What follows belongs to an exercise in optimizing a design on an open flow for small area and a short achievable clock period; a production flow would make more cautious choices.
RTL that was checked went through simulation tests only; none was proved equivalent to the original.
Function not checked in run 8: the RTL went through the layout flow alone.
The clock cells of runs 5 to 8 come from the design's own scripts or RTL, not from TritonCTS.
The clock port is modelled as an ideal driver, which makes a skipped or thinned clock tree look cheaper than it is; a real chip needs a root buffer or a tree.
Power is estimated from default activity; no workload was simulated.

===== flow/config.mk =====
export PLATFORM = sky130hd
export DESIGN_NAME = SPI_Wrapper
export DESIGN_NICKNAME = SPI_Wrapper
export VERILOG_FILES = /design/flow/design.v
export SDC_FILE = /design/flow/constraint.sdc
export NUM_CORES = 4
export LEC_CHECK = 0
export CAP_MARGIN = 30
export CORE_MARGIN = 2
export CORE_UTILIZATION = 70
export CTS_BUF_LIST = sky130_fd_sc_hd__clkbuf_16
export CTS_CLUSTER_DIAMETER = 60
export CTS_CLUSTER_SIZE = 30
export SETUP_SLACK_MARGIN = 3.75
export SLEW_MARGIN = 30

===== flow/constraint.sdc =====
create_clock -name core_clock -period 6.0 [get_ports {wclk}]
set_input_delay 1.2000 -clock core_clock [delete_from_list [all_inputs] [get_ports {wclk}]]
set_output_delay 1.2000 -clock core_clock [all_outputs]
set_load 0.01 [all_outputs]

===== flow/design.v =====
module SPI_SLAVE (
    input            MOSI,
    input            SS_n,
    input            clk,
    input            rst_n,
    input      [7:0] rd_data,    
    output reg       MISO,
    output           pre,        
    output reg       act,        
    output reg [9:0] word
);
    localparam IC = 2'd0, WR = 2'd1, RA = 2'd2, RD = 2'd3;
    reg [1:0] mode;
    reg [4:0] k;
    reg       flag;              
    reg [7:0] dout;              
    assign pre = !SS_n && mode != IC && k == 5'd14;
    always @(posedge clk)
        word <= {word[8:0], MOSI};
    always @(posedge clk or negedge rst_n) begin
        if (!rst_n) begin
            mode <= IC;
            k    <= 5'd3;
            flag <= 1'b0;
            act  <= 1'b0;
            MISO <= 1'b0;
            dout <= 8'd0;
        end else begin
            act  <= pre;
            MISO <= 1'b0;
            if (act && word[9:8] == 2'b11)
                dout <= rd_data;
            if (SS_n) begin
                mode <= IC;
                k    <= 5'd3;
                if (mode == IC || mode == WR)
                    flag <= 1'b0;
            end else begin
                case (mode)
                    IC: begin
                        if (k == 5'd3) begin
                            k <= 5'd4;
                        end else begin
                            k    <= 5'd5;
                            mode <= MOSI ? (flag ? RD : RA) : WR;
                        end
                    end
                    WR, RA: begin
                        if (k != 5'd15)
                            k <= k + 5'd1;
                        if (mode == WR)
                            flag <= 1'b0;
                        else if (k == 5'd14)
                            flag <= 1'b1;
                    end
                    RD: begin
                        k <= (k == 5'd24) ? 5'd3 : k + 5'd1;
                        if (k == 5'd14)
                            flag <= 1'b0;
                        if (k[4:3] == 2'b10)
                            MISO <= dout[k[2:0]];
                    end
                endcase
            end
        end
    end
endmodule
module RAM (
    input             clk,
    input             rst_n,
    input             pre,       
    input             MOSI,
    input             act,       
    input      [9:0]  din,
    output reg [7:0]  P
);
    localparam NR = 22;
    reg [1:0] c3, c4;
    reg       rho;
    reg [4:0] R;
    reg [1:0] H, lo;
    reg       z;
    reg       pend;          
    reg       cmr;           
    reg       capr;          
    reg       cap0r;         
    reg [7:0] pdata;
    reg [7:0] T;             
    wire [1:0] n3 = c3[1] ? 2'd0 : c3 + 2'd1;
    wire [1:0] n4 = c4 + 2'd1;
    always @(posedge clk) begin
        c3  <= n3;
        c4  <= n4;
        rho <= rho ^ (n3 == 2'd0 && n4 == 2'd0);
    end
    wire [5:0] x = din[6:1];
    reg  [4:0] q;
    reg  [1:0] hq;
    always @(*) begin
        if (x[1:0] != 2'd3) begin
            q  = {1'b0, x[5:2]};
            hq = x[1:0];
        end else if (x[3:2] != 2'd3) begin
            q  = {3'b100, x[5:4]};
            hq = x[3:2];
        end else if (x[5:4] != 2'd3) begin
            q  = 5'd20;
            hq = x[5:4];
        end else begin
            q  = 5'd21;
            hq = 2'd0;
        end
    end
    always @(posedge clk) begin
        if (pre && !din[7]) begin
            R  <= q;
            H  <= hq;
            lo <= {din[0], MOSI};
        end else if (pre && z) begin
            R  <= 5'd0;
            H  <= 2'd0;
            lo <= 2'd0;
        end
    end
    always @(posedge clk or negedge rst_n) begin
        if (!rst_n)
            z <= 1'b1;
        else if (act)
            z <= 1'b0;
    end
    wire write_op = act && din[9:8] == 2'b01;
    wire pend_n   = write_op || (pend && !cmr);
    wire match_n  = n4 == lo && (R == 5'd21 || n3 == H);
    always @(posedge clk) begin
        if (write_op)
            pdata <= din[7:0];
        pend  <= pend_n;
        cmr   <= pend_n && match_n;
        capr  <= match_n;
        cap0r <= n3 == 2'd0 && n4 == 2'd0;
    end
    wire [8*NR-1:0] tap;
    wire [8*NR-1:0] tap1;
    wire [7:0] wd = pdata ^ {8{rho}};
    genvar r;
    generate
        for (r = 0; r < NR; r = r + 1) begin : g_ring
            localparam L = (r == NR - 1) ? 4 : 12;
            reg [8*L-1:0] f;
            wire we = cmr && R == r;
            wire [7:0] last = f[8*L-1:8*L-8];
            if (r == NR - 1) begin : g_plain
                always @(posedge clk)
                    f <= {f[8*L-9:0], we ? pdata : last};
            end else begin : g_inv
                always @(posedge clk)
                    f <= {f[8*L-9:0], ~(we ? wd : last)};
            end
            assign tap[8*r +: 8]  = last;
            assign tap1[8*r +: 8] = f[8*L-9:8*L-16];
        end
    endgenerate
    always @(posedge clk)
        T <= tap1[8*R +: 8];
    wire       rz  = R == 5'd0 && H == 2'd0 && lo == 2'd0;
    wire [7:0] tv  = T ^ {8{rho && R != 5'd21}};
    wire [7:0] t0v = tap[7:0] ^ {8{rho}};
    always @(posedge clk) begin
        if (z) begin
            if (cap0r)
                P <= (cmr && rz) ? pdata : t0v;
        end else begin
            if (capr)
                P <= cmr ? pdata : tv;
        end
    end
endmodule
module SPI_Wrapper (
    input   MOSI,
    input   wclk,
    input   wrst_n,
    input   SS_n,
    output  MISO
);
    wire       pre;
    wire       act;
    wire [9:0] word;
    wire [7:0] rd_data;
    SPI_SLAVE SPI (
        .MOSI(MOSI),
        .SS_n(SS_n),
        .clk(wclk),
        .rst_n(wrst_n),
        .rd_data(rd_data),
        .MISO(MISO),
        .pre(pre),
        .act(act),
        .word(word)
    );
    RAM Ram (
        .clk(wclk),
        .rst_n(wrst_n),
        .pre(pre),
        .MOSI(MOSI),
        .act(act),
        .din(word),
        .P(rd_data)
    );
endmodule

===== flow/run.sh =====
#!/bin/bash
# synth_recipe.tcl (not shown) runs the flow's synth.tcl, then flattens the netlist and writes it again
# the make line also repeats each setting of config.mk as NAME=value (left out here)
make -C /OpenROAD-flow-scripts/flow DESIGN_CONFIG=/design/flow/config.mk WORK_HOME=/design/flow/orfs CLKGATE_MAP_FILE= SYNTH_SCRIPT=/design/flow/synth_recipe.tcl finish

==> results of run 1 <==
## how the worst min path moves through the flow
stage	end	depth (start not counted)	slack [ns]	start
CTS	Ram.g_ring[0].f[51]$_DFF_P_	0	0.32	Ram.g_ring[0].f[43]$_DFF_P_
finish	Ram.g_ring[18].f[62]$_DFF_P_	0	0.32	Ram.g_ring[18].f[54]$_DFF_P_
global placement	Ram.g_ring[4].f[55]$_DFF_P_	0	0.31	Ram.g_ring[4].f[47]$_DFF_P_
global route	Ram.g_ring[21].f[12]$_DFF_P_	0	0.32	Ram.g_ring[21].f[4]$_DFF_P_
floorplan	Ram.g_ring[0].f[10]$_DFF_P_	0	0.31	Ram.g_ring[0].f[2]$_DFF_P_
detailed placement	Ram.g_ring[10].f[8]$_DFF_P_	0	0.31	Ram.g_ring[10].f[0]$_DFF_P_
## metrics by stage
| stage | setup slack [ns] | utilization [%] | hold slack (ns) | instances | total power (uW) |
|---|---|---|---|---|---|
| after floorplan | 3.77 | - | 0.310 | 2903 | 14500 |
| after global placement | 2.94 | 72.3 | 0.309 | 3728 | 14600 |
| after detailed placement | 2.91 | 72.4 | 0.312 | 3728 | 14600 |
| after CTS | 3.55 | 76.5 | 0.325 | 3860 | 21200 |
| after global routing | 3.57 | 76.6 | 0.322 | 3865 | 21700 |
| final | 3.63 | 76.6 | 0.320 | 3866 | 21100 |
## power by group
group | internal, uW | switching (uW) | total (uW)
Clock | 2800 | 4050 | 6850
Sequential | 14100 | 29.2 | 14100
Combinational | 55.7 | 67.3 | 123
Total | 17000 | 4150 | 21100
## cell usage after synthesis, types with 9 or more instances
cell      instances
mux2i_1          46
nand2_1          93
dfrtp_1          16
mux2_2           30
a211oi_1         15
nand2b_1         10
nor2_1          144
edfxtp_1         25
inv_1            14
a221oi_1          9
buf_2             9
o21ai_0          61
clkbuf_1         52
dfxtp_1        2075
a22oi_1          16
xnor2_1          19
a21o_1            9
a21oi_1         124
mux4_2           18
## sequential cells by signal (all words and copies together) (netlist names), 5 cells and up
| register | cells |
|---|---|
| Ram.T | 8 |
| SPI.k | 5 |
| SPI.word | 10 |
| Ram.pdata | 8 |
| SPI.dout | 8 |
| Ram.P | 8 |
| Ram.R | 5 |
| Ram.g_ring.f | 2048 |
## per-layer routing
metal  vias up  GRT usage [%]
li1       9402              -
met1      9033           31.4
met2       287           32.0
met3       144           3.38
met4         2           7.22
met5         -           1.04
## cell type report
cell class / instances / area share (%)
flip-flops and latches: 2119 / 83.0
multi-input cells: 698 / 9.16
clock buffers: 88 / 4.27
well taps: 873 / 2.12
repair buffers: 44 / 0.724
clock inverters: 29 / 0.610
inverters: 14 / 0.102
diodes: 1 / 0.00486
## cell families (layout without fill, tap and decap cells)
family                   Yosys count  count (layout)  synth area share, %
multiplexers                      94              94                 2.53
flip-flops                      2119            2119                 89.8
adder cells (fa/ha/maj)            8               8                0.210
other                              0               1                    0
AO/OA/AOI/OAI                    258             258                 3.18
AND/OR/NAND/NOR                  311             311                 2.97
XOR/XNOR                          27              27                0.496
buffers and inverters             86             175                0.835
## repair_timing
action                     CTS  global route
pin swaps                    3             4
setup endpoints to repair  197            60
gates resized for setup     29            13
buffers inserted            15             5
==> flow_summary.toml, run 1 <==
[status]
status = "no timing/DRC/antenna violations"

[floorplan]
die_w_um = 265
fp.dieH_um = 265
die_area_um2 = 70200
initial_utilization_pct = 70.8
io_pins = 5
rows = 95
core_area_um2 = 67300

[synth]
synthDistinctLibCells = 64
syn-cell-area_um2 = 47600
synth.area.top_cells = "dfxtp_1 87%, edfxtp_1 1.6%, a21oi_1 1.3%, nor2_1 1.1%, mux2i_1 0.97%"
async_reset_ff_share_pct = 0.897
syn_area_per_cell_um2 = 16.4
ys_seq_area_share_pct = 89.8
synth_fp_nets = 2915
synth_edf_count = 25
synth_top_cell_area_share_pct = 87.2
yosys_most_used_dff = "dfxtp_1"
ys_warn_count = 2
synth-seq-cells = 2119
synth_largest_area_cell = "dfxtp_1"
synthCells = 2903

[worst_setup_path]
r2r-end = "Ram.g_ring[11].f[4]$_DFF_P_"
critPathTopFamily = "flip-flops"
worstPathRequired_ns = 4.80
critPathLaunchType = "flop"
cp-end-kind = "output pin"
reg2regPathDepth = 5
endpoint = "MISO"
setup.worst_path.class = "reg -> out"
critPathBufInv = 1
crit_chain = "buf_2"
cp.depth = 1
rr_startpoint = "Ram.cmr$_DFF_P_"
rrSetupSlack_ns = 3.81
startpoint = "SPI.MISO$_DFF_PN0_"
path_max_fanout = 1
cpMaxStageDelayCell = "dfrtp_1"
critPathMaxStageDelay_ns = 0.37
cp.arrival_ns = 1.17

[worst_hold_path]
min_path_type = "reg -> reg"

[detailed_routing]
via_per_inst = 4.88
wl_met3_um = 2630
top_layer = "met5"
ant_nets = 0
drcViolationCount = 0
drt-met1-wl_um = 35900
drt_pass1_iterations = 7
wl_met2_um = 31400
wl_per_cell_um = 18.7
drt_iter0_markers = 1101
detail_route.wirelength_um = 72200
num_vias = 18900

[layout]
drive_gt1_share_pct = 8.32
ff_latch_area_um2 = 42800
final_nets = 2975
final_area_um2 = 51500
final_common_cell = "dfxtp_1"
mostFrequentLayoutCells = "2075 x dfxtp_1, 142 x nor2_1, 123 x a21oi_1"
areaGrowthSynthToFinish_pct = 8.16
multi_input_area_um2 = 4720
fillers = 3823

[cts]
cts_hold_buf = 0
clk_latency_ns = 0.67
cts_tree = "built"
cts_buffers = 86
cts_max_path_buffers = 3
cts.sinks = 2119
root_buffer = "clkbuf_16"
cts_htree_levels = 3
clk_transition_reported_paths_ns = 0.10

[power_and_ir_drop]
ir_worst_vdd_mv = 0.301
power.density_nw_per_um2 = 410
p_leak_uw = 0.0205

[timing]
rsz0062_at_grt = "true"
tns_ns = 0
skew_ns = 0.0201
finalHoldViolCount = 0
final_max_slew_viol_count = 0
worst_pin_slew_ns = 0.863
fmax_mhz = 423
post-route-period-util_pct = 39.4
setup_viol = 0
timing.final.crit_period_ns = 2.37
max_slew_margin_pct = 41.7

[flow_run]
cap_violations = 0

[placed_design]
gp_routability_congestion = 0.804
placed_area_um2 = 48700
dp_hpwl_um = 43800
port_buffers = 4

[global_route]
grt_max_degree = 32
grt_overflow = 0
grt_pass1_vias = 19300
track_usage_pct = 21.2
grt_antenna_before_repair = 1
grt_first_pass_wirelength_um = 112000
==> run 2, diff against run 1 <==
--- a/flow/config.mk
+++ b/flow/config.mk
@@ -9,6 +9,6 @@
 export CORE_MARGIN = 2
-export CORE_UTILIZATION = 70
-export CTS_BUF_LIST = sky130_fd_sc_hd__clkbuf_16
-export CTS_CLUSTER_DIAMETER = 60
-export CTS_CLUSTER_SIZE = 30
+export CORE_UTILIZATION = 60
+export CTS_BUF_LIST = sky130_fd_sc_hd__clkbuf_8
+export CTS_CLUSTER_DIAMETER = 50
+export CTS_CLUSTER_SIZE = 18
 export SETUP_SLACK_MARGIN = 3.75
==> flow_summary.toml, run 2 <==
[layout]
mostFrequentLayoutCells = "2074 x dfxtp_1, 154 x clkbuf_8, 142 x nor2_1"
registers.top_by_ff_count = "Ram.g_ring.f"
fillers = 5466
final_area_um2 = 51900
layout.cells.non_filler = 4120
final_common_cell = "dfxtp_1"
fin_util_pct = 65.9
final_nets = 3032
drive_gt1_share_pct = 11.0
largest_reg_flops = 2048
top_regs = "Ram.g_ring.f: 2048 flops, SPI.word: 10 flops"
areaGrowthSynthToFinish_pct = 8.88

[timing]
post-route-period-util_pct = 41.2
finalHoldViolCount = 0
hold_ws_ns = 0.278
setup_viol = 0
fmax_mhz = 404
skew_ns = 0.0544
final_max_slew_viol_count = 0
worst_pin_slew_ns = 0.893
timing.final.crit_period_ns = 2.47
max_slew_margin_pct = 39.7
rsz0062_at_grt = "true"
tns_ns = 0

[worst_setup_path]
cpMaxStageDelayCell = "dfrtp_1"
cp-end-kind = "output pin"
worstPathRequired_ns = 4.80
rr_startpoint = "Ram.R[0]$_SDFFCE_PN0P_"
setup.worst_path.class = "reg -> out"
critPathLaunchType = "flop"
endpoint = "MISO"
r2r-end = "Ram.T[4]$_DFF_P_"
cp.arrival_ns = 1.27
reg2regPathDepth = 7
path_max_fanout = 1
critPathBufInv = 1
critPathTopFamily = "flip-flops"
critPathMaxStageDelay_ns = 0.37
crit_chain = "buf_2"
rrSetupSlack_ns = 3.74
cp.depth = 1
startpoint = "SPI.MISO$_DFF_PN0_"

[detailed_routing]
num_vias = 19100
ant_nets = 0
drt_iter0_markers = 1034
wl_per_cell_um = 17.2
drcViolationCount = 0
detail_route.wirelength_um = 70900
via_per_inst = 4.63
drt_pass1_iterations = 5

[power_and_ir_drop]
ir_worst_vdd_mv = 0.278
power.density_nw_per_um2 = 404
p_int_uw = 16800
sw_frac_of_total_pct = 19.9
power_frac_seq_pct = 67.5
p_leak_uw = 0.0206
power_frac_clock_pct = 31.9
p_sw_uw = 4160
combinationalPowerShare_pct = 0.6

[cts]
cts_tree = "built"
cts_max_path_buffers = 3
cts_buffers = 144
clk_transition_reported_paths_ns = 0.11
cts.sinks = 2119
clk_latency_ns = 0.81
cts_hold_buf = 0
cts_htree_levels = 4
root_buffer = "clkbuf_8"

[synth]
synthCells = 2903
synth_fp_nets = 2915
ys_warn_count = 2
synth_largest_area_cell = "dfxtp_1"
yosys_most_used_dff = "dfxtp_1"
yosysMostFrequentCell = "dfxtp_1"
synth_edf_count = 25
synthDistinctLibCells = 64
synth_commonest_cells = "2075 x dfxtp_1, 144 x nor2_1, 124 x a21oi_1, 93 x nand2_1, 61 x o21ai_0"
synth_top_cell_area_share_pct = 87.2
ys_seq_area_share_pct = 89.8
syn_area_per_cell_um2 = 16.4
async_reset_ff_share_pct = 0.897
synth.area.top_cells = "dfxtp_1 87%, edfxtp_1 1.6%, a21oi_1 1.3%, nor2_1 1.1%, mux2i_1 0.97%"
synth-seq-cells = 2119
syn-cell-area_um2 = 47600

[floorplan]
io_pins = 5
die_area_um2 = 81700
core_area_um2 = 78700
rows = 103
fp.dieH_um = 286
die_w_um = 286
initial_utilization_pct = 60.5

[global_route]
grt_antenna_before_repair = 2
grt_first_pass_wirelength_um = 110000
track_usage_pct = 17.8
grt_pass1_vias = 19000
grt_overflow = 0
grt_max_degree = 35

[placed_design]
dp_hpwl_um = 42600
gp_routability_congestion = 0.775
placed_area_um2 = 48900
dp_cells = 3903
port_buffers = 4

[status]
status = "no timing/DRC/antenna violations"

[worst_hold_path]
min_from = "Ram.g_ring[3].f[14]$_DFF_P_"
min_path_type = "reg -> reg"

[flow_run]
cap_violations = 0
-- run 2: cell types whose count changed in the layout (fill, tap and decap cells not counted), sizes merged, moves of 2 or more --
cell,change
clkbuf,+67
clkinvlp,+6
clkinv,+2
bufinv,+4
buf,-2
-- run 2: timing repair --
action                                  4_1_cts  5_1_grt
gates resized for setup                      23       33
endpoints found under the setup margin      181       70
setup buffers                                10       10
pin swaps                                     8        8
gates cloned                                  0        1
-- run 2: layout make-up --
cell class,count,area (um2),share of cell area [%]
antenna,1,2.50,0.00482
multi-input combinational,698,4760,9.17
timing repair buffer,43,413,0.796
tap,1050,1310,2.53
clock buffer,154,2120,4.09
clock inverter,41,438,0.844
inverter,14,52.6,0.101
sequential,2119,42800,82.5
-- run 2: worst min path at each step --
stage                                         endpoint  slack [ns]  depth (start not counted)
final                      Ram.g_ring[3].f[22]$_DFF_P_        0.28                          0
after global routing      Ram.g_ring[15].f[57]$_DFF_P_        0.30                          0
after CTS                 Ram.g_ring[15].f[57]$_DFF_P_        0.27                          0
after detailed placement  Ram.g_ring[11].f[14]$_DFF_P_        0.31                          0
after global placement    Ram.g_ring[12].f[71]$_DFF_P_        0.31                          0
after floorplan            Ram.g_ring[0].f[10]$_DFF_P_        0.31                          0
-- run 2: logic make-up (layout without fill, tap and decap cells) --
family / Yosys count / count (layout) / synth area share, %
multiplexers: 94 / 94 / 2.53
adder cells (fa/ha/maj): 8 / 8 / 0.210
other: 0 / 1 / 0
AO/OA/AOI/OAI: 258 / 258 / 3.18
AND/OR/NAND/NOR: 311 / 311 / 2.97
flip-flops: 2119 / 2119 / 89.8
buffers and inverters: 86 / 252 / 0.835
XOR/XNOR: 27 / 27 / 0.496
-- run 2: power groups by stage --
stage                     sequential, uW  clock (uW)  combinational (uW)
after floorplan                    14400           0                 100
after CTS                          14100        6930                 121
after global routing               14100        7450                 136
after detailed placement           14500           0                 119
final                              14100        6680                 123
after global placement             14500           0                 111
-- run 2: through the flow --
| stage | total power [uW] | setup slack, ns |
|---|---|---|
| after floorplan | 14500 | 3.77 |
| after global placement | 14600 | 2.97 |
| after detailed placement | 14600 | 2.89 |
| after CTS | 21200 | 3.44 |
| after global routing | 21700 | 3.44 |
| final | 20900 | 3.53 |
-- run 2: routing by layer --
metal  vias up  wire length (um)  global-route usage [%]  part of all wire (%)
met5         -                 0                       0                     0
met1      9109             35400                    26.0                    50
met3       134              3140                    4.15                   4.4
met4         0              1920                    6.56                   2.7
met2       309             30400                    26.2                    43
li1       9528                 -                       -                     -
==> run 3, diff against run 2 <==
--- a/flow/config.mk
+++ b/flow/config.mk
@@ -9,7 +9,7 @@
 export CORE_MARGIN = 2
-export CORE_UTILIZATION = 60
-export CTS_BUF_LIST = sky130_fd_sc_hd__clkbuf_8
-export CTS_CLUSTER_DIAMETER = 50
-export CTS_CLUSTER_SIZE = 18
-export SETUP_SLACK_MARGIN = 3.75
+export CORE_UTILIZATION = 50
+export CTS_BUF_LIST = sky130_fd_sc_hd__clkbuf_16
+export CTS_CLUSTER_DIAMETER = 80
+export CTS_CLUSTER_SIZE = 30
+export SETUP_SLACK_MARGIN = 3.7
 export SLEW_MARGIN = 30
==> flow_summary.toml, run 3 <==
[status]
status = "no timing/DRC/antenna violations"

[timing]
skew_ns = 0.0253
rsz0062_at_grt = "true"
tns_ns = 0
fmax_mhz = 425
post-route-period-util_pct = 39.2
setup_slack_ns = 3.65
final_max_slew_viol_count = 0
max_slew_margin_pct = 37.3
finalHoldViolCount = 0
worst_pin_slew_ns = 0.929
setup_viol = 0
timing.final.crit_period_ns = 2.35

[synth]
synthCells = 2903
syn_area_per_cell_um2 = 16.4
synth_edf_count = 25
ys_warn_count = 2
async_reset_ff_share_pct = 0.897
synth_fp_nets = 2915
synth_largest_area_cell = "dfxtp_1"
yosysMostFrequentCell = "dfxtp_1"
ys_seq_area_share_pct = 89.8
synth.area.top_cells = "dfxtp_1 87%, edfxtp_1 1.6%, a21oi_1 1.3%, nor2_1 1.1%, mux2i_1 0.97%"
synthDistinctLibCells = 64
syn-cell-area_um2 = 47600
synth_top_cell_area_share_pct = 87.2
yosys_most_used_dff = "dfxtp_1"
synth-seq-cells = 2119
synth_commonest_cells = "2075 x dfxtp_1, 144 x nor2_1, 124 x a21oi_1, 93 x nand2_1, 61 x o21ai_0"

[global_route]
grt_use_met2_pct = 21.2
grt_use_met1_pct = 21.9
grt_first_pass_wirelength_um = 108000
grt_pass1_vias = 18500
track_usage_pct = 14.4
grt-busiest-layer = "met1"
use_met3_pct = 2.53
grt_overflow = 0
grt_antenna_before_repair = 0
grt_max_degree = 36

[placed_design]
dp_cells = 4120
gp_routability_congestion = 0.792
place_ws_ns = 2.86
port_buffers = 4
dp_hpwl_um = 43300

[floorplan]
die_area_um2 = 97800
core_area_um2 = 94700
io_pins = 5
die_w_um = 313
rows = 113
fp.dieH_um = 313
initial_utilization_pct = 50.3

[layout]
final_common_cell = "dfxtp_1"
drive_gt1_share_pct = 7.87
registers.top_by_ff_count = "Ram.g_ring.f"
top_regs = "Ram.g_ring.f: 2048 flops, SPI.word: 10 flops"
final_nets = 2967
largest_reg_flops = 2048
mostFrequentLayoutCells = "2075 x dfxtp_1, 142 x nor2_1, 123 x a21oi_1"
fin_util_pct = 54.6
layout.cells.non_filler = 4238
areaGrowthSynthToFinish_pct = 8.52

[worst_setup_path]
critPathMaxStageDelay_ns = 0.37
cp-end-kind = "output pin"
critPathLaunchType = "flop"
cp.arrival_ns = 1.15
critPathTopFamily = "flip-flops"
critPathBufInv = 1
crit_chain = "buf_2"
setup.worst_path.class = "reg -> out"
cpMaxStageDelayCell = "dfrtp_1"
path_max_fanout = 1
worstPathRequired_ns = 4.80

[cts]
cts.sinks = 2119
cts_tree = "built"
cts_buffers = 81
clk_latency_ns = 0.67
cts_hold_buf = 0
cts_htree_levels = 3
root_buffer = "clkbuf_16"
cts_max_path_buffers = 3
clk_transition_reported_paths_ns = 0.10

[detailed_routing]
num_vias = 18900
ant_nets = 0
drt_iter0_markers = 1165
wl_per_cell_um = 16.5
drt_pass1_iterations = 5
detail_route.wirelength_um = 69800
drcViolationCount = 0
via_per_inst = 4.45

[power_and_ir_drop]
ir_worst_vdd_mv = 0.267
p_leak_uw = 0.0203
power.density_nw_per_um2 = 400

[worst_hold_path]
min_path_type = "reg -> reg"

[flow_run]
cap_violations = 0
## run 3: per-layer routing
layer  up-vias  share of wire, %  wire length, um
met3       106               3.3             2340
met2       249                42            29500
li1       9364                 -                -
met1      9144                52            36400
met4         0               2.4             1650
met5         -                 0                0
## run 3: path summary, 6_finish.rpt
check / startpoint / end / slack, ns / cells after the start
min in group asynchronous: wrst_n / SPI.flag$_DFFE_PN0P_ / 0.45 / 1
hold / removal: Ram.g_ring[8].f[69]$_DFF_P_ / Ram.g_ring[8].f[77]$_DFF_P_ / 0.32 / 0
setup / recovery: SPI.MISO$_DFF_PN0_ / MISO / 3.65 / 1
setup reg to reg: Ram.R[2]$_SDFFCE_PN0P_ / Ram.P[1]$_DFFE_PP_ / 3.68 / 4
hold reg to reg: Ram.g_ring[8].f[69]$_DFF_P_ / Ram.g_ring[8].f[77]$_DFF_P_ / 0.32 / 0
max in group asynchronous: wrst_n / SPI.k[0]$_DFFE_PN1P_ / 5.19 / 1
## run 3: cell families (layout without fill, tap and decap cells)
logic type | count (synthesis) | in the layout | synth area share [%]
flops | 2119 | 2119 | 89.8
buf+inv | 86 | 155 | 0.835
compound gates | 258 | 258 | 3.18
simple gates | 311 | 311 | 2.97
other cells | 0 | 1 | 0
fa+ha+maj | 8 | 8 | 0.210
xor+xnor | 27 | 27 | 0.496
mux | 94 | 94 | 2.53
## run 3: where the power goes
group / total [uW] / internal [uW] / switching, uW
logic: 122 / 55.8 / 65.8
clock network: 6410 / 2550 / 3860
registers: 14100 / 14100 / 28.4
## run 3: layout make-up
cell class | count | area [um2]
Tap cell | 1265 | 1580
Sequential cell | 2119 | 42800
Antenna cell | 1 | 2.50
Inverter | 14 | 52.6
Fill cell | 7506 | 43000
Clock inverter | 17 | 146
Multi-Input combinational cell | 698 | 4720
Clock buffer | 83 | 2080
Timing Repair Buffer | 41 | 347
## run 3: repair_timing
| action | 4_1_cts | 5_1_grt |
|---|---|---|
| gates resized for setup | 28 | 21 |
| gates cloned | 0 | 0 |
| hold endpoints to repair | 0 | 0 |
| setup endpoints to repair | 184 | 71 |
| pin swaps | 4 | 2 |
| setup buffers | 11 | 5 |
## run 3: through the flow
stage	cell area, um2	hold slack, ns	total power [uW]
final	51700	0.320	20700
after global routing	51700	0.320	21400
after CTS	51600	0.316	20900
after detailed placement	49100	0.312	14600
after global placement	49100	0.310	14600
after floorplan	47700	0.310	14500
==> run 4, diff against run 3 <==
--- a/flow/design.v
+++ b/flow/design.v
@@ -79,3 +79,4 @@
     reg       rho;
-    reg [4:0] R;
+    reg [3:0] ra;
+    reg [5:0] rb;
     reg [1:0] H, lo;
@@ -88,2 +89,3 @@
     reg [7:0] T;             
+    reg       rhoT;          
     wire [1:0] n3 = c3[1] ? 2'd0 : c3 + 2'd1;
@@ -115,3 +117,4 @@
         if (pre && !din[7]) begin
-            R  <= q;
+            ra <= 4'b0001 << q[1:0];
+            rb <= 6'b000001 << q[4:2];
             H  <= hq;
@@ -119,3 +122,4 @@
         end else if (pre && z) begin
-            R  <= 5'd0;
+            ra <= 4'b0001;
+            rb <= 6'b000001;
             H  <= 2'd0;
@@ -124,2 +128,3 @@
     end
+    wire is21 = ra[1] && rb[5];
     always @(posedge clk or negedge rst_n) begin
@@ -132,3 +137,3 @@
     wire pend_n   = write_op || (pend && !cmr);
-    wire match_n  = n4 == lo && (R == 5'd21 || n3 == H);
+    wire match_n  = n4 == lo && (is21 || n3 == H);
     always @(posedge clk) begin
@@ -149,3 +154,3 @@
             reg [8*L-1:0] f;
-            wire we = cmr && R == r;
+            wire we = cmr && ra[r % 4] && rb[r / 4];
             wire [7:0] last = f[8*L-1:8*L-8];
@@ -162,6 +167,15 @@
     endgenerate
-    always @(posedge clk)
-        T <= tap1[8*R +: 8];
-    wire       rz  = R == 5'd0 && H == 2'd0 && lo == 2'd0;
-    wire [7:0] tv  = T ^ {8{rho && R != 5'd21}};
+    reg [7:0] tsel;
+    integer i;
+    always @(*) begin
+        tsel = 8'd0;
+        for (i = 0; i < NR; i = i + 1)
+            tsel = tsel | (tap1[8*i +: 8] & {8{ra[i % 4] && rb[i / 4]}});
+    end
+    always @(posedge clk) begin
+        T    <= tsel;
+        rhoT <= (rho ^ (n3 == 2'd0 && n4 == 2'd0)) && !is21;
+    end
+    wire       rz  = ra[0] && rb[0] && H == 2'd0 && lo == 2'd0;
+    wire [7:0] tv  = T ^ {8{rhoT}};
     wire [7:0] t0v = tap[7:0] ^ {8{rho}};
==> flow_summary.toml, run 4 <==
[placed_design]
gp_routability_congestion = 0.796
port_buffers = 4
place_ws_ns = 2.74
dp_hpwl_um = 44800
placed_area_um2 = 48900

[timing]
setup_viol = 0
skew_ns = 0.0280
fmax_mhz = 427
finalHoldViolCount = 0
setup_slack_ns = 3.66
rsz0062_at_grt = "true"
worst_pin_slew_ns = 0.911
timing.final.crit_period_ns = 2.34
post-route-period-util_pct = 39.0
tns_ns = 0
max_slew_margin_pct = 39.1
final_max_slew_viol_count = 0

[worst_hold_path]
min_path_type = "reg -> reg"

[synth]
yosys_most_used_dff = "dfxtp_1"
synth_edf_count = 30
synth_top_cell_area_share_pct = 87.7
synth_fp_nets = 2919
ys_warn_count = 2
synthCells = 2907
syn-cell-area_um2 = 47400
synth-seq-cells = 2125
synth_largest_area_cell = "dfxtp_1"
syn_area_per_cell_um2 = 16.3
yosysMostFrequentCell = "dfxtp_1"
synth_commonest_cells = "2076 x dfxtp_1, 197 x a21oi_1, 190 x nor2_1, 43 x a22oi_1, 37 x clkbuf_1"
synthDistinctLibCells = 64
ys_seq_area_share_pct = 90.6
synth.area.top_cells = "dfxtp_1 88%, a21oi_1 2.1%, edfxtp_1 1.9%, nor2_1 1.5%, dfrtp_1 0.84%"
async_reset_ff_share_pct = 0.894

[floorplan]
core_area_um2 = 93600
die_area_um2 = 97300
die_w_um = 312
io_pins = 5
rows = 112
initial_utilization_pct = 50.6
fp.dieH_um = 312

[global_route]
grt_pass1_vias = 18900
track_usage_pct = 15.3
grt_max_degree = 35
grt_overflow = 0
grt_first_pass_wirelength_um = 114000
grt_antenna_before_repair = 2

[cts]
cts_max_path_buffers = 3
clk_transition_reported_paths_ns = 0.10
root_buffer = "clkbuf_16"
cts_htree_levels = 3
cts.sinks = 2125
clk_latency_ns = 0.65
cts_buffers = 82
cts_tree = "built"

[layout]
registers.top_by_ff_count = "Ram.g_ring.f"
top_regs = "Ram.g_ring.f: 2048 flops, SPI.word: 10 flops"
final_area_um2 = 51400
fillers = 7426
final_common_cell = "dfxtp_1"
areaGrowthSynthToFinish_pct = 8.38
insertedDiodeCount = 0
ff_latch_area_um2 = 42900
drive_gt1_share_pct = 5.77
multi_input_area_um2 = 4170
final_nets = 2959
largest_reg_flops = 2048
mostFrequentLayoutCells = "2076 x dfxtp_1, 197 x a21oi_1, 190 x nor2_1"

[detailed_routing]
ant_nets = 0
drt_iter0_markers = 1415
drt_pass1_iterations = 5
drcViolationCount = 0
wl_per_cell_um = 17.6
via_per_inst = 4.52
detail_route.wirelength_um = 74300
num_vias = 19100

[power_and_ir_drop]
ir_worst_vdd_mv = 0.201
power.density_nw_per_um2 = 410
p_total_uw = 21100
p_leak_uw = 0.0206

[worst_setup_path]
critPathBufInv = 1
crit_chain = "buf_2"
cp-end-kind = "output pin"
cp.arrival_ns = 1.14
critPathLaunchType = "flop"
worstPathRequired_ns = 4.80
critPathTopFamily = "flip-flops"
cpMaxStageDelayCell = "dfrtp_1"
critPathMaxStageDelay_ns = 0.36
path_max_fanout = 1
setup.worst_path.class = "reg -> out"

[flow_run]
cap_violations = 0

[status]
status = "no timing/DRC/antenna violations"
-- run 4: cell count changes after synthesis, sizes merged, moves of 15 or more --
cell / previous run / this run
buf: 20 / 40
a21oi: 124 / 197
nor2: 145 / 190
nand2: 93 / 30
a222oi: 0 / 19
mux4: 18 / 2
clkbuf: 52 / 37
o21ai: 61 / 8
mux2i: 46 / 18
a22oi: 16 / 43
nand3: 8 / 25
a22o: 0 / 22
-- run 4: cells by family after synthesis --
group                    share of synthesized area, %
adder cells (fa/ha/maj)                         0.232
multiplexers                                    0.903
AND/OR/NAND/NOR                                  2.76
flip-flops                                       90.6
AO/OA/AOI/OAI                                    4.15
buffers and inverters                           0.861
XOR/XNOR                                        0.499
-- run 4: where the power goes --
| part | switching, uW | leakage [uW] | total [uW] | internal (uW) |
|---|---|---|---|---|
| Combinational | 100 | 0.00183 | 176 | 75.6 |
| Clock | 3900 | 0.00115 | 6590 | 2690 |
| Sequential | 56.2 | 0.0176 | 14300 | 14200 |
-- run 4: final timing paths --
kind / start / endpoint / slack (ns) / cells past startpoint
worst max-delay path: SPI.MISO$_DFF_PN0_ / MISO / 3.66 / 1
worst min-delay path: Ram.g_ring[15].f[25]$_DFF_P_ / Ram.g_ring[15].f[33]$_DFF_P_ / 0.30 / 0
worst max register to register: Ram.rb[0]$_SDFFCE_PN1P_ / Ram.T[2]$_DFF_P_ / 3.79 / 4
worst min register to register: Ram.g_ring[15].f[25]$_DFF_P_ / Ram.g_ring[15].f[33]$_DFF_P_ / 0.30 / 0
max in group asynchronous: wrst_n / SPI.k[0]$_DFFE_PN1P_ / 5.19 / 1
min in group asynchronous: wrst_n / SPI.act$_DFF_PN0_ / 0.47 / 1
-- run 4: metrics by stage --
| stage | util [%] | hold slack [ns] | instances |
|---|---|---|---|
| after CTS | 54.8 | 0.296 | 4215 |
| after floorplan | - | 0.310 | 2907 |
| after global routing | 54.9 | 0.288 | 4216 |
| after detailed placement | 52.3 | 0.312 | 4110 |
| final | 54.9 | 0.298 | 4216 |
| after global placement | 52.3 | 0.310 | 4110 |
-- run 4: layout make-up --
type | count | share of cell area, %
Multi-Input combinational cell | 689 | 8.12
Tap cell | 1254 | 3.05
Timing Repair Buffer | 33 | 0.616
Sequential cell | 2125 | 83.6
Clock buffer | 87 | 4.24
Inverter | 16 | 0.117
Clock inverter | 12 | 0.258
-- run 4: metal layers --
metal	global-route usage (%)	wire length [um]
met5	0	0
met4	4.72	1780
met3	2.35	2840
met2	23.4	31900
met1	22.6	37700
-- run 4: what timing repair did --
action,in CTS,in global routing
hold endpoints to repair,0,0
gates resized for setup,6,8
hold buffers,0,0
cloned,0,0
endpoints found under the setup margin,17,52
buffers inserted,6,1
pin swaps,1,1
==> run 5, diff against run 4 <==
==> flow/flow/run.sh (new file) <==
#!/bin/bash
# The standard layout, with the clock tree built by flow/cts_tree.tcl.
set -euo pipefail
here=$(pwd)
export PRE_CTS_TCL="$here/flow/cts_tree.tcl"
bash standard.sh > "$here/standard.log" 2>&1
==> flow/flow/cts_tree.tcl (new file) <==
# Sourced by ORFS's cts.tcl before clock tree synthesis (PRE_CTS_TCL).
# Replaces TritonCTS with a two-level tree: the clock port drives 4 root
# buffers; each root drives the leaf buffers of one quarter of the die; each
# leaf buffer drives about 32 nearby flip-flops. Sinks are split into groups
# of equal size by recursive bisection along the longer side, so every
# flip-flop sees the same two buffers and about the same load.

proc my_tree_bisect { items n } {
  if { $n <= 1 } { return [list $items] }
  set xs {}; set ys {}
  foreach p $items { lappend xs [lindex $p 1]; lappend ys [lindex $p 2] }
  set xs [lsort -integer $xs]; set ys [lsort -integer $ys]
  set key [expr { ([lindex $xs end] - [lindex $xs 0]) >= ([lindex $ys end] - [lindex $ys 0]) ? 1 : 2 }]
  set s [lsort -integer -index $key $items]
  set n1 [expr { $n / 2 }]
  set k [expr { int(round(double([llength $s]) * $n1 / $n)) }]
  return [concat [my_tree_bisect [lrange $s 0 [expr { $k - 1 }]] $n1] \
                 [my_tree_bisect [lrange $s $k end] [expr { $n - $n1 }]]]
}

proc my_tree_center { g } {
  set sx 0; set sy 0
  foreach p $g { incr sx [lindex $p 1]; incr sy [lindex $p 2] }
  set n [llength $g]
  return [list [expr { $sx / $n }] [expr { $sy / $n }]]
}

rename clock_tree_synthesis my_triton_cts
proc clock_tree_synthesis { args } {
  set leaf_size 32
  set nroot 4
  set buf sky130_fd_sc_hd__clkbuf_16
  set block [ord::get_db_block]
  set master [[ord::get_db] findMaster $buf]
  set src [lindex [get_property [lindex [all_clocks] 0] sources] 0]
  set clk [$block findNet [get_full_name $src]]
  set sinks {}
  foreach it [$clk getITerms] {
    set bb [[$it getInst] getBBox]
    lappend sinks [list $it [expr { ([$bb xMin] + [$bb xMax]) / 2 }] [expr { ([$bb yMin] + [$bb yMax]) / 2 }]]
  }
  set nleaf [expr { int(ceil(double([llength $sinks]) / $leaf_size)) }]
  set nleaf [expr { int(ceil(double($nleaf) / $nroot)) * $nroot }]
  set leaves {}
  set i 0
  foreach g [my_tree_bisect $sinks $nleaf] {
    lassign [my_tree_center $g] cx cy
    set inst [odb::dbInst_create $block $master "clkbuf_leaf_${i}_wclk"]
    $inst setLocation $cx $cy
    $inst setPlacementStatus PLACED
    set net [odb::dbNet_create $block "clknet_leaf_${i}_wclk"]
    $net setSigType CLOCK
    foreach p $g {
      set it [lindex $p 0]
      $it disconnect
      $it connect $net
    }
    [$inst findITerm X] connect $net
    lappend leaves [list $inst $cx $cy]
    incr i
  }
  set j 0
  foreach g [my_tree_bisect $leaves $nroot] {
    lassign [my_tree_center $g] cx cy
    set inst [odb::dbInst_create $block $master "clkbuf_root_${j}_wclk"]
    $inst setLocation $cx $cy
    $inst setPlacementStatus PLACED
    set net [odb::dbNet_create $block "clknet_root_${j}_wclk"]
    $net setSigType CLOCK
    foreach p $g { [[lindex $p 0] findITerm A] connect $net }
    [$inst findITerm X] connect $net
    [$inst findITerm A] connect $clk
    incr j
  }
  puts "bench clock tree: [llength $sinks] sinks, $nleaf leaf buffers, $nroot root buffers"
  set_propagated_clock [all_clocks]
}
==> flow/standard.sh (new file) <==
#!/bin/bash
# synth_recipe.tcl (not shown) runs the flow's synth.tcl, then flattens the netlist and writes it again
# the make line also repeats each setting of config.mk as NAME=value (left out here)
make -C /OpenROAD-flow-scripts/flow DESIGN_CONFIG=/design/flow/config.mk WORK_HOME=/design/flow/orfs CLKGATE_MAP_FILE= SYNTH_SCRIPT=/design/flow/synth_recipe.tcl "${@:-finish}"
removed: flow/run.sh
==> flow_summary.toml, run 5 <==
[synth]
synth_edf_count = 30
synthCells = 2907
synth_commonest_cells = "2076 x dfxtp_1, 197 x a21oi_1, 190 x nor2_1, 43 x a22oi_1, 37 x clkbuf_1"
synth_largest_area_cell = "dfxtp_1"
syn-cell-area_um2 = 47400
yosysMostFrequentCell = "dfxtp_1"
yosys_most_used_dff = "dfxtp_1"
syn_area_per_cell_um2 = 16.3
synth_fp_nets = 2919
synth.area.top_cells = "dfxtp_1 88%, a21oi_1 2.1%, edfxtp_1 1.9%, nor2_1 1.5%, dfrtp_1 0.84%"
ys_seq_area_share_pct = 90.6
synth-seq-cells = 2125
synth_top_cell_area_share_pct = 87.7
ys_warn_count = 2
async_reset_ff_share_pct = 0.894
synthDistinctLibCells = 64

[detailed_routing]
wl_per_cell_um = 17.4
ant_nets = 0
num_vias = 18900
detail_route.wirelength_um = 73100
via_per_inst = 4.50
drcViolationCount = 0
drt_iter0_markers = 1450
drt_pass1_iterations = 7

[cts]
clk_transition_reported_paths_ns = 0.11
clk_latency_ns = 0.51
cts_hold_buf = 0

[worst_hold_path]
hold_depth = 0
min_from = "Ram.g_ring[6].f[76]$_DFF_P_"
min_path_type = "reg -> reg"
min_to = "Ram.g_ring[6].f[84]$_DFF_P_"

[global_route]
track_usage_pct = 14.7
grt_overflow = 0
grt_pass1_vias = 18500
grt_first_pass_wirelength_um = 111000
grt_antenna_before_repair = 2
grt_max_degree = 35

[placed_design]
dp_cells = 4110
dp_hpwl_um = 44800
placed_area_um2 = 48900
gp_routability_congestion = 0.796
port_buffers = 4

[worst_setup_path]
reg2regPathDepth = 5
critPathTopFamily = "simple AND/OR/NAND/NOR gates"
cp-end-kind = "flop"
critPathBufInv = 1
cp.depth = 5
critPathMaxStageDelay_ns = 0.46
rr_startpoint = "Ram.cmr$_DFF_P_"
rrSetupSlack_ns = 3.73
cp.arrival_ns = 2.52
r2r-end = "Ram.P[2]$_DFFE_PP_"
cpMaxStageDelayCell = "and2_1"
setup.worst_path.class = "reg -> reg"
crit_chain = "buf_4, and2_1, nand3_2, mux2i_1, mux2i_1"
path_max_fanout = 34
crit_top_cell = "mux2i_1"
worstPathRequired_ns = 6.25
critPathLaunchType = "flop"

[layout]
fillers = 7476
ff_latch_area_um2 = 42900
multi_input_area_um2 = 4160
final_area_um2 = 50800
registers.top_by_ff_count = "Ram.g_ring.f"
layout.cells.non_filler = 4191
final_common_cell = "dfxtp_1"
largest_reg_flops = 2048
areaGrowthSynthToFinish_pct = 7.27
fin_util_pct = 54.3
top_regs = "Ram.g_ring.f: 2048 flops, SPI.word: 10 flops"
mostFrequentLayoutCells = "2076 x dfxtp_1, 197 x a21oi_1, 190 x nor2_1"
final_nets = 2950
drive_gt1_share_pct = 5.04

[power_and_ir_drop]
combinationalPowerShare_pct = 0.9
p_int_uw = 16500
ir_worst_vdd_mv = 0.246
power_frac_seq_pct = 70.5
p_leak_uw = 0.0203
power.density_nw_per_um2 = 399
p_sw_uw = 3800
power_frac_clock_pct = 28.6
sw_frac_of_total_pct = 18.7

[timing]
rsz0062_at_grt = "true"
setup_viol = 0
max_slew_margin_pct = 36.6
timing.final.crit_period_ns = 2.27
final_max_slew_viol_count = 0
worst_pin_slew_ns = 0.949
tns_ns = 0
fmax_mhz = 441
finalHoldViolCount = 0
post-route-period-util_pct = 37.8
hold_ws_ns = 0.319
skew_ns = 0.0304

[floorplan]
initial_utilization_pct = 50.6
fp.dieH_um = 312
io_pins = 5
die_w_um = 312
core_area_um2 = 93600
die_area_um2 = 97300
rows = 112

[status]
status = "no timing/DRC/antenna violations"

[flow_run]
cap_violations = 0
run 5: final cells by class:
| type | count | area share [%] |
|---|---|---|
| Sequential cell | 2125 | 84.5 |
| Multi-Input combinational cell | 689 | 8.19 |
| Buffer | 72 | 3.54 |
| Tap cell | 1254 | 3.09 |
| Timing Repair Buffer | 34 | 0.605 |
| Inverter | 16 | 0.118 |
| Antenna cell | 1 | 0.00492 |
run 5: timing repair:
item | 4_1_cts | 5_1_grt
pin swaps | 1 | 1
buffers inserted | 5 | 3
setup endpoints to repair | 29 | 25
gates resized for setup | 7 | 4
run 5: power groups by stage:
stage / combinational, uW / sequential [uW] / clock [uW]
floorplan: 132 / 14600 / 0
global placement: 158 / 14600 / 0
detailed placement: 168 / 14600 / 0
CTS: 169 / 14300 / 5950
global route: 203 / 14300 / 6440
finish: 186 / 14300 / 5800
run 5: cell families after synthesis:
| family | after synthesis | synth area share, % |
|---|---|---|
| DFF | 2125 | 90.6 |
| AOI/OAI and AO/OA | 319 | 4.15 |
| and+or+nand+nor | 296 | 2.76 |
| buffers and inverters | 93 | 0.861 |
| muxes | 38 | 0.903 |
| xor gates and xnor gates | 27 | 0.499 |
| adders and majority gates | 9 | 0.232 |
run 5: how the worst max path moves through the flow:
stage | endpoint | from
5_1_grt | Ram.P[2]$_DFFE_PP_ | Ram.cmr$_DFF_P_
3_5_place_dp | Ram.ra[1]$_SDFFCE_PP0P_ | SS_n
4_1_cts | Ram.g_ring[7].f[1]$_DFF_P_ | Ram.rb[1]$_SDFFCE_PN0P_
2_1_floorplan | Ram.H[0]$_SDFFCE_PN0P_ | SS_n
3_3_place_gp | Ram.rb[1]$_SDFFCE_PN0P_ | SS_n
6_report | Ram.P[2]$_DFFE_PP_ | Ram.cmr$_DFF_P_
run 5: stage by stage:
step,total power [uW],setup WS (ns)
after floorplan,14700,3.74
after global placement,14800,2.81
after detailed placement,14800,2.74
after CTS,20400,3.74
after global routing,20900,3.67
final,20300,3.73
run 5: per-layer routing:
layer  vias up  GRT usage (%)  share of wire, %
met4         2           2.73               2.1
met2       295           22.9                43
met3       103           1.61               3.8
met5         -              0             0.018
met1      9105           22.5                51
li1       9367              -                 -
run 5: worst register-to-register path, stage by stage (launching register included):
cell     delay (ns)
dfxtp_1        0.33
buf_4          0.40
and2_1         0.48
nand3_2        0.36
mux2i_1        0.29
mux2i_1        0.15
==> run 6, diff against run 5 <==
--- a/flow/config.mk
+++ b/flow/config.mk
@@ -10,6 +10,3 @@
 export CORE_UTILIZATION = 50
-export CTS_BUF_LIST = sky130_fd_sc_hd__clkbuf_16
-export CTS_CLUSTER_DIAMETER = 80
-export CTS_CLUSTER_SIZE = 30
-export SETUP_SLACK_MARGIN = 3.7
+export SETUP_SLACK_MARGIN = 4.1
 export SLEW_MARGIN = 30
==> flow_summary.toml, run 6 <==
[worst_setup_path]
cpMaxStageDelayCell = "edfxtp_1"
cp.arrival_ns = 2.63
critPathLaunchType = "flop"
critPathBufInv = 1
setup.worst_path.class = "reg -> reg"
critPathTopFamily = "simple AND/OR/NAND/NOR gates"
worstPathRequired_ns = 6.38
cp-end-kind = "flop"
crit_chain = "buf_12, a22o_1, a222oi_1, nand4_1, or3_1"
path_max_fanout = 4
critPathMaxStageDelay_ns = 0.52

[placed_design]
dp_hpwl_um = 45900
port_buffers = 4
dp_cells = 4112
placed_area_um2 = 48900
gp_routability_congestion = 0.849

[synth]
ys_seq_area_share_pct = 90.6
syn_area_per_cell_um2 = 16.3
synth.area.top_cells = "dfxtp_1 88%, a21oi_1 2.1%, edfxtp_1 1.9%, nor2_1 1.5%, dfrtp_1 0.84%"
async_reset_ff_share_pct = 0.894
synth_largest_area_cell = "dfxtp_1"
synthCells = 2907
synth_top_cell_area_share_pct = 87.7
synth-seq-cells = 2125
synth_commonest_cells = "2076 x dfxtp_1, 197 x a21oi_1, 190 x nor2_1, 43 x a22oi_1, 37 x clkbuf_1"
ys_warn_count = 2
synthDistinctLibCells = 64
synth_fp_nets = 2919
syn-cell-area_um2 = 47400
yosysMostFrequentCell = "dfxtp_1"
yosys_most_used_dff = "dfxtp_1"
synth_edf_count = 30

[worst_hold_path]
min_path_type = "reg -> reg"

[layout]
multi_input_area_um2 = 4440
final_common_cell = "dfxtp_1"
final_nets = 2988
layout.cells.non_filler = 4231
mostFrequentLayoutCells = "2076 x dfxtp_1, 194 x a21oi_1, 190 x nor2_1"
largest_reg_flops = 2048
final_area_um2 = 51600
drive_gt1_share_pct = 7.57
ff_latch_area_um2 = 42900
areaGrowthSynthToFinish_pct = 8.82
registers.top_by_ff_count = "Ram.g_ring.f"
top_regs = "Ram.g_ring.f: 2048 flops, SPI.word: 10 flops"
fillers = 7456

[detailed_routing]
drcViolationCount = 0
drt_pass1_iterations = 6
num_vias = 19200
wl_per_cell_um = 17.9
ant_nets = 0
via_per_inst = 4.53
drt_iter0_markers = 1327
detail_route.wirelength_um = 75700

[power_and_ir_drop]
p_int_uw = 16500
p_sw_uw = 3820
power.density_nw_per_um2 = 394
p_leak_uw = 0.0206
combinationalPowerShare_pct = 1.1
sw_frac_of_total_pct = 18.8
power_frac_clock_pct = 28.5
ir_worst_vdd_mv = 0.266
power_frac_seq_pct = 70.3

[cts]
clk_latency_ns = 0.52
clk_transition_reported_paths_ns = 0.12

[floorplan]
core_area_um2 = 93600
die_w_um = 312
io_pins = 5
die_area_um2 = 97300
initial_utilization_pct = 50.6
fp.dieH_um = 312
rows = 112

[global_route]
grt_max_degree = 35
grt_pass1_vias = 18600
grt_overflow = 0
track_usage_pct = 15.1
grt_first_pass_wirelength_um = 113000
grt_antenna_before_repair = 1

[timing]
tns_ns = 0
skew_ns = 0.0396
rsz0062_at_grt = "true"
fmax_mhz = 445
setup_viol = 0
finalHoldViolCount = 0
max_slew_margin_pct = 37.9
timing.final.crit_period_ns = 2.25
worst_pin_slew_ns = 0.928
post-route-period-util_pct = 37.4
final_max_slew_viol_count = 0

[flow_run]
cap_violations = 0

[status]
status = "no timing/DRC/antenna violations"
run 6: cell counts after synthesis:
Identical to the previous run, type by type.
run 6: kinds of logic after synthesis:
group | after synthesis | share of synthesized area [%]
xor gates and xnor gates | 27 | 0.499
DFF | 2125 | 90.6
buffers and inverters | 93 | 0.861
adders and majority gates | 9 | 0.232
muxes | 38 | 0.903
AOI/OAI and AO/OA | 319 | 4.15
and+or+nand+nor | 296 | 2.76
run 6: worst register-to-register path: stages (launching register included):
cell and delay, ns:
edfxtp_1 0.52, buf_12 0.19, a22o_1 0.22, a222oi_1 0.43, nand4_1 0.33, or3_1 0.42
run 6: metrics by stage:
stage,power [uW],util (%),setup slack [ns],hold WS (ns)
after global placement,14800,52.3,2.94,0.310
final,20300,55.1,3.75,0.312
after floorplan,14700,-,3.94,0.310
after global routing,21000,55.1,3.72,0.310
after CTS,20400,54.7,3.71,0.309
after detailed placement,14800,52.3,2.83,0.312
run 6: layout make-up:
class | count | share of cell area [%]
Antenna cell | 3 | 0.0146
Timing Repair Buffer | 72 | 1.48
Sequential cell | 2125 | 83.3
Inverter | 16 | 0.116
Buffer | 72 | 3.49
Tap cell | 1254 | 3.04
Multi-Input combinational cell | 689 | 8.60
run 6: per-layer routing:
metal / GRT usage (%) / up-vias / routed length, um
met4: 3.50 / 0 / 1850
met2: 23.5 / 288 / 33100
met5: 0 / - / 0
met3: 1.43 / 111 / 2660
met1: 22.7 / 9320 / 38100
li1: - / 9464 / -
run 6: what timing repair did:
item | CTS | global route
resized for setup | 59 | 43
cloned | 2 | 2
hold buffers | 0 | 0
pin swaps | 17 | 20
setup buffers | 19 | 21
setup endpoints to repair | 216 | 110
run 6: power by group through the flow:
stage | sequential, uW | clock (uW) | combinational (uW)
finish | 14300 | 5800 | 233
global route | 14300 | 6430 | 254
CTS | 14300 | 5940 | 198
detailed placement | 14600 | 0 | 175
global placement | 14600 | 0 | 166
floorplan | 14600 | 0 | 140
run 6: path summary, 6_finish.rpt:
kind	cells after the start	start	slack [ns]	endpoint
worst max-delay path	5	Ram.ra[1]$_SDFFCE_PP0P_	3.75	Ram.T[7]$_DFF_P_
max in group asynchronous	1	wrst_n	5.04	SPI.k[0]$_DFFE_PN1P_
worst min register to register	0	Ram.g_ring[18].f[59]$_DFF_P_	0.31	Ram.g_ring[18].f[67]$_DFF_P_
min in group asynchronous	1	wrst_n	0.61	SPI.dout[7]$_DFFE_PN0P_
worst min-delay path	0	Ram.g_ring[18].f[59]$_DFF_P_	0.31	Ram.g_ring[18].f[67]$_DFF_P_
worst max register to register	5	Ram.ra[1]$_SDFFCE_PP0P_	3.75	Ram.T[7]$_DFF_P_
==> run 7, diff against run 6 <==
--- a/flow/config.mk
+++ b/flow/config.mk
@@ -10,3 +10,3 @@
 export CORE_UTILIZATION = 50
-export SETUP_SLACK_MARGIN = 4.1
+export SETUP_SLACK_MARGIN = 3.9
 export SLEW_MARGIN = 30
==> flow_summary.toml, run 7 <==
[worst_setup_path]
critPathBufInv = 1
startpoint = "SPI.MISO$_DFF_PN0_"
path_max_fanout = 1
reg2regPathDepth = 5
crit_chain = "buf_2"
worstPathRequired_ns = 4.80
critPathMaxStageDelay_ns = 0.37
critPathLaunchType = "flop"
cp.arrival_ns = 1.01
rr_startpoint = "Ram.rb[1]$_SDFFCE_PN0P_"
rrSetupSlack_ns = 3.84
cpMaxStageDelayCell = "dfrtp_1"
critPathTopFamily = "flip-flops"
cp-end-kind = "output pin"
setup.worst_path.class = "reg -> out"
r2r-end = "Ram.T[6]$_DFF_P_"

[cts]
clk_latency_ns = 0.51
clk_transition_reported_paths_ns = 0.11

[synth]
async_reset_ff_share_pct = 0.894
yosysMostFrequentCell = "dfxtp_1"
syn-cell-area_um2 = 47400
synth.area.top_cells = "dfxtp_1 88%, a21oi_1 2.1%, edfxtp_1 1.9%, nor2_1 1.5%, dfrtp_1 0.84%"
synth_commonest_cells = "2076 x dfxtp_1, 197 x a21oi_1, 190 x nor2_1, 43 x a22oi_1, 37 x clkbuf_1"
ys_seq_area_share_pct = 90.6
synth_fp_nets = 2919
ys_warn_count = 2
synth_top_cell_area_share_pct = 87.7
synth-seq-cells = 2125
synth_edf_count = 30
synthDistinctLibCells = 64
synthCells = 2907
synth_largest_area_cell = "dfxtp_1"
yosys_most_used_dff = "dfxtp_1"
syn_area_per_cell_um2 = 16.3

[layout]
mostFrequentLayoutCells = "2076 x dfxtp_1, 196 x a21oi_1, 190 x nor2_1"
final_area_um2 = 51100
areaGrowthSynthToFinish_pct = 7.71
final_common_cell = "dfxtp_1"
registers.top_by_ff_count = "Ram.g_ring.f"
layout.cells.non_filler = 4203
drive_gt1_share_pct = 5.90
largest_reg_flops = 2048
final_nets = 2961
fillers = 7455
top_regs = "Ram.g_ring.f: 2048 flops, SPI.word: 10 flops"

[timing]
final_max_slew_viol_count = 0
timing.final.crit_period_ns = 2.21
finalHoldViolCount = 0
rsz0062_at_grt = "true"
fmax_mhz = 452
max_slew_margin_pct = 44.8
skew_ns = 0.0310
worst_pin_slew_ns = 0.828
post-route-period-util_pct = 36.9
tns_ns = 0
setup_viol = 0
hold_ws_ns = 0.316

[detailed_routing]
via_per_inst = 4.47
ant_nets = 0
drt_iter0_markers = 1284
detail_route.wirelength_um = 73400
drt_pass1_iterations = 5
wl_per_cell_um = 17.5
drcViolationCount = 0
num_vias = 18800

[global_route]
track_usage_pct = 14.7
grt_pass1_vias = 18400
grt_overflow = 0
grt_max_degree = 35
grt_antenna_before_repair = 2
grt_first_pass_wirelength_um = 111000

[placed_design]
dp_cells = 4112
dp_hpwl_um = 44900
gp_routability_congestion = 0.789
placed_area_um2 = 48900
port_buffers = 4

[floorplan]
io_pins = 5
initial_utilization_pct = 50.6
rows = 112
die_area_um2 = 97300
core_area_um2 = 93600
fp.dieH_um = 312
die_w_um = 312

[worst_hold_path]
hold_depth = 0
min_from = "Ram.g_ring[17].f[15]$_DFF_P_"
min_to = "Ram.g_ring[17].f[23]$_DFF_P_"
min_path_type = "reg -> reg"

[power_and_ir_drop]
p_leak_uw = 0.0204
ir_worst_vdd_mv = 0.252
power.density_nw_per_um2 = 397

[status]
status = "no timing/DRC/antenna violations"

[flow_run]
cap_violations = 0
==> run 7: cell families after synthesis <==
logic type | Yosys count | share of synthesized area, %
simple gates | 296 | 2.76
flops | 2125 | 90.6
buf+inv | 93 | 0.861
fa+ha+maj | 9 | 0.232
xor+xnor | 27 | 0.499
compound gates | 319 | 4.15
mux | 38 | 0.903
==> run 7: cell type report <==
class                      instances  area [um2]  share of cell area, %
tap                             1254        1570                   3.07
buffer                            72        1800                   3.53
multi-input combinational        689        4240                   8.31
timing repair buffer              45         433                  0.848
inverter                          16        60.1                  0.118
antenna                            2        5.00                0.00980
sequential                      2125       42900                   84.1
==> run 7: per-stage QoR <==
stage / setup slack [ns] / utilization [%] / total power (uW)
floorplan: 3.90 / - / 14700
global placement: 2.96 / 52.3 / 14800
detailed placement: 2.87 / 52.3 / 14800
CTS: 3.75 / 54.4 / 20400
global route: 3.74 / 54.5 / 20900
finish: 3.79 / 54.5 / 20300
==> run 7: how the worst max path moves through the flow <==
stage                                         end  cells after the start
after global routing                         MISO                      1
after CTS                                    MISO                      1
after global placement    Ram.rb[1]$_SDFFCE_PN0P_                      3
after detailed placement  Ram.rb[4]$_SDFFCE_PP0P_                      3
after floorplan            Ram.H[0]$_SDFFCE_PN0P_                      2
final                                        MISO                      1
==> run 7: per-layer routing <==
metal,routed length (um),global-route usage (%),vias to the layer above
li1,-,-,9393
met2,32000,23.1,280
met4,1610,2.49,0
met5,0,0,-
met3,2680,1.56,93
met1,37200,22.4,9020
==> run 7: power breakdown <==
group          internal, uW  switching (uW)
clock                  2150            3640
sequential            14200            52.8
combinational          82.3             104
total                 16500            3790
==> run 7: timing repair <==
item / 4_1_cts / 5_1_grt
cloned: 1 / 1
resized for setup: 21 / 22
pin swaps: 6 / 9
hold buffers: 0 / 0
setup buffers: 11 / 4
endpoints found under the setup margin: 70 / 71
==> run 8, diff against run 7 <==
--- a/flow/design.v
+++ b/flow/design.v
@@ -16,3 +16,4 @@
     reg [7:0] dout;              
-    assign pre = !SS_n && mode != IC && k == 5'd14;
+    reg       at14;              
+    assign pre = !SS_n && at14;
     always @(posedge clk)
@@ -24,2 +25,3 @@
             flag <= 1'b0;
+            at14 <= 1'b0;
             act  <= 1'b0;
@@ -29,2 +31,3 @@
             act  <= pre;
+            at14 <= !SS_n && mode != IC && k == 5'd13;
             MISO <= 1'b0;
@@ -184,6 +187,6 @@
             if (cap0r)
-                P <= (cmr && rz) ? pdata : t0v;
+                P <= (pend && rz) ? pdata : t0v;
         end else begin
             if (capr)
-                P <= cmr ? pdata : tv;
+                P <= pend ? pdata : tv;
         end
==> flow_summary.toml, run 8 <==
[timing]
worst_pin_slew_ns = 0.886
post-route-period-util_pct = 37.2
timing.final.crit_period_ns = 2.23
final_max_slew_viol_count = 0
setup_viol = 0
rsz0062_at_grt = "true"
tns_ns = 0
max_slew_margin_pct = 40.8
fmax_mhz = 448
skew_ns = 0.0329
hold_ws_ns = 0.311
finalHoldViolCount = 0

[layout]
top_regs = "Ram.g_ring.f: 2048 flops, SPI.word: 10 flops"
multi_input_area_um2 = 4190
final_nets = 2964
areaGrowthSynthToFinish_pct = 7.83
final_common_cell = "dfxtp_1"
largest_reg_flops = 2048
fillers = 7414
mostFrequentLayoutCells = "2073 x dfxtp_1, 198 x nor2_1, 196 x a21oi_1"
ff_latch_area_um2 = 43000
insertedDiodeCount = 0
registers.top_by_ff_count = "Ram.g_ring.f"
drive_gt1_share_pct = 5.90

[floorplan]
rows = 112
core_area_um2 = 93600
initial_utilization_pct = 50.6
die_w_um = 312
fp.dieH_um = 312
io_pins = 5
die_area_um2 = 97200

[detailed_routing]
drt-met1-wl_um = 37400
num_vias = 19000
detail_route.wirelength_um = 74300
drcViolationCount = 0
top_layer = "met4"
wl_per_cell_um = 17.7
wl_met3_um = 2680
via_per_inst = 4.52
drt_pass1_iterations = 5
ant_nets = 0
drt_iter0_markers = 1311
wl_met2_um = 31800

[synth]
synth_largest_area_cell = "dfxtp_1"
synth_top_cell_area_share_pct = 87.7
syn_area_per_cell_um2 = 16.3
yosysMostFrequentCell = "dfxtp_1"
ys_warn_count = 2
async_reset_ff_share_pct = 0.941
synthDistinctLibCells = 55
synth-seq-cells = 2126
ys_seq_area_share_pct = 90.7
synthCells = 2910
synth.area.top_cells = "dfxtp_1 88%, a21oi_1 2.1%, edfxtp_1 1.9%, nor2_1 1.6%, dfrtp_1 0.90%"
synth_edf_count = 30
yosys_most_used_dff = "dfxtp_1"
syn-cell-area_um2 = 47400
synth_commonest_cells = "2076 x dfxtp_1, 199 x nor2_1, 198 x a21oi_1, 52 x a22oi_1, 42 x clkbuf_1"
synth_fp_nets = 2923

[global_route]
track_usage_pct = 15.0
grt_max_degree = 33
grt_overflow = 0
grt_antenna_before_repair = 3
grt_pass1_vias = 18600
grt_first_pass_wirelength_um = 113000

[worst_setup_path]
setup.worst_path.class = "reg -> out"
cpMaxStageDelayCell = "dfrtp_1"
cp.arrival_ns = 1.03
rrSetupSlack_ns = 3.85
path_max_fanout = 1
worstPathRequired_ns = 4.80
critPathTopFamily = "flip-flops"
critPathLaunchType = "flop"
cp-end-kind = "output pin"
critPathBufInv = 1
rr_startpoint = "Ram.ra[2]$_SDFFCE_PN0P_"
r2r-end = "Ram.T[0]$_DFF_P_"
reg2regPathDepth = 4
critPathMaxStageDelay_ns = 0.38
crit_chain = "buf_2"

[cts]
clk_latency_ns = 0.52
clk_transition_reported_paths_ns = 0.11
cts_hold_buf = 0

[status]
status = "no timing/DRC/antenna violations"

[placed_design]
port_buffers = 4
gp_routability_congestion = 0.810
dp_hpwl_um = 45500

[power_and_ir_drop]
p_leak_uw = 0.0203
ir_worst_vdd_mv = 0.253
power.density_nw_per_um2 = 394

[worst_hold_path]
min_from = "Ram.g_ring[13].f[23]$_DFF_P_"
hold_depth = 0
min_path_type = "reg -> reg"
min_to = "Ram.g_ring[13].f[31]$_DFF_P_"

[flow_run]
cap_violations = 0
==> run 8: kinds of logic (layout without fill, tap and decap cells) <==
family / after synthesis / in the layout / share of synthesized area, %
adders and majority gates: 9 / 9 / 0.238
muxes: 38 / 38 / 0.903
buffers and inverters: 98 / 137 / 0.909
DFF: 2126 / 2126 / 90.7
xor gates and xnor gates: 27 / 27 / 0.499
AOI/OAI and AO/OA: 320 / 320 / 4.16
and+or+nand+nor: 292 / 292 / 2.58
==> run 8: per-stage QoR <==
| step | cells | area [um2] | utilization (%) | setup WS (ns) | total power, uW |
|---|---|---|---|---|---|
| after detailed placement | 4109 | 48900 | 52.2 | 2.61 | 14600 |
| after global placement | 4108 | 48800 | 52.2 | 2.67 | 14600 |
| after global routing | 4203 | 51100 | 54.6 | 3.72 | 20800 |
| after CTS | 4200 | 51000 | 54.5 | 3.73 | 20300 |
| after floorplan | 2910 | 47400 | - | 3.84 | 14600 |
| final | 4203 | 51100 | 54.6 | 3.77 | 20100 |
==> run 8: area by class of cell <==
class	instances	area share, %
tap	1254	3.07
timing repair buffer	45	0.914
inverter	20	0.147
buffer	72	3.53
sequential	2126	84.1
multi-input combinational	686	8.21
==> run 8: worst max path at each step <==
stage | from | end | slack [ns] | cells after the start
floorplan | SS_n | SPI.k[2]$_DFFE_PN0P_ | 3.84 | 5
global placement | SS_n | Ram.ra[2]$_SDFFCE_PN0P_ | 2.67 | 5
detailed placement | SS_n | Ram.ra[0]$_SDFFCE_PN1P_ | 2.61 | 4
CTS | SPI.MISO$_DFF_PN0_ | MISO | 3.73 | 1
global route | SPI.MISO$_DFF_PN0_ | MISO | 3.72 | 1
finish | SPI.MISO$_DFF_PN0_ | MISO | 3.77 | 1
==> run 8: layer usage <==
| metal | vias up | global-route usage, % |
|---|---|---|
| met5 | - | 0 |
| met4 | 0 | 4.25 |
| met2 | 321 | 23.0 |
| met1 | 9173 | 22.7 |
| li1 | 9388 | - |
| met3 | 123 | 1.31 |
==> run 8: what timing repair did <==
action / in CTS / in global routing
endpoints found under the hold margin: 0 / 0
gates resized for setup: 29 / 21
buffers inserted: 18 / 3
endpoints found under the setup margin: 189 / 85
pin swaps: 7 / 1
gates cloned: 1 / 0
==> run 8: power by group <==
part / leakage (uW) / internal [uW] / switching, uW
combinational: 0.00188 / 56.4 / 77.5
clock: 0.000887 / 2150 / 3640
sequential: 0.0175 / 14200 / 29.0

==> port drivers added, routing unchanged <==
The flow's constraints put no driver on any port. The routed layouts listed below were extracted and timed again, unchanged, in two steps.
Step 1 sets driving cells, clkbuf_16 on the clock port and buf_2 on the other inputs (assumed; they add their load-dependent delay and slew).
Step 2 times the ports against the registers' clock, not the clock port: input delays grow and output delays shrink by t, the midpoint of the rising clock arrivals with the driver on.
Slacks: ideal / step 1 / step 2; pairs: ideal / step 1.
run	t (ns)	slack for setup (ns)	latest minus earliest clock arrival (ns)
run 1	0.728	3.633 / 3.565 / 3.309	0.025 / 0.025
run 2	0.846	3.526 / 3.462 / 3.007	0.055 / 0.056
run 3	0.726	3.647 / 3.580 / 3.372	0.029 / 0.029
run 4	0.715	3.660 / 3.594 / 3.371	0.046 / 0.046
run 5	0.639	3.732 / 3.650 / 3.248	0.032 / 0.032
run 6	0.645	3.753 / 3.638 / 3.606	0.041 / 0.041
run 7	0.641	3.789 / 3.646 / 3.485	0.033 / 0.032
run 8	0.636	3.767 / 3.630 / 3.526	0.036 / 0.036
After both steps every run listed still meets setup and hold. For run 2, which loses most, drivers alone change the setup slack by -0.064 ns; drivers and shift together by -0.519 ns.
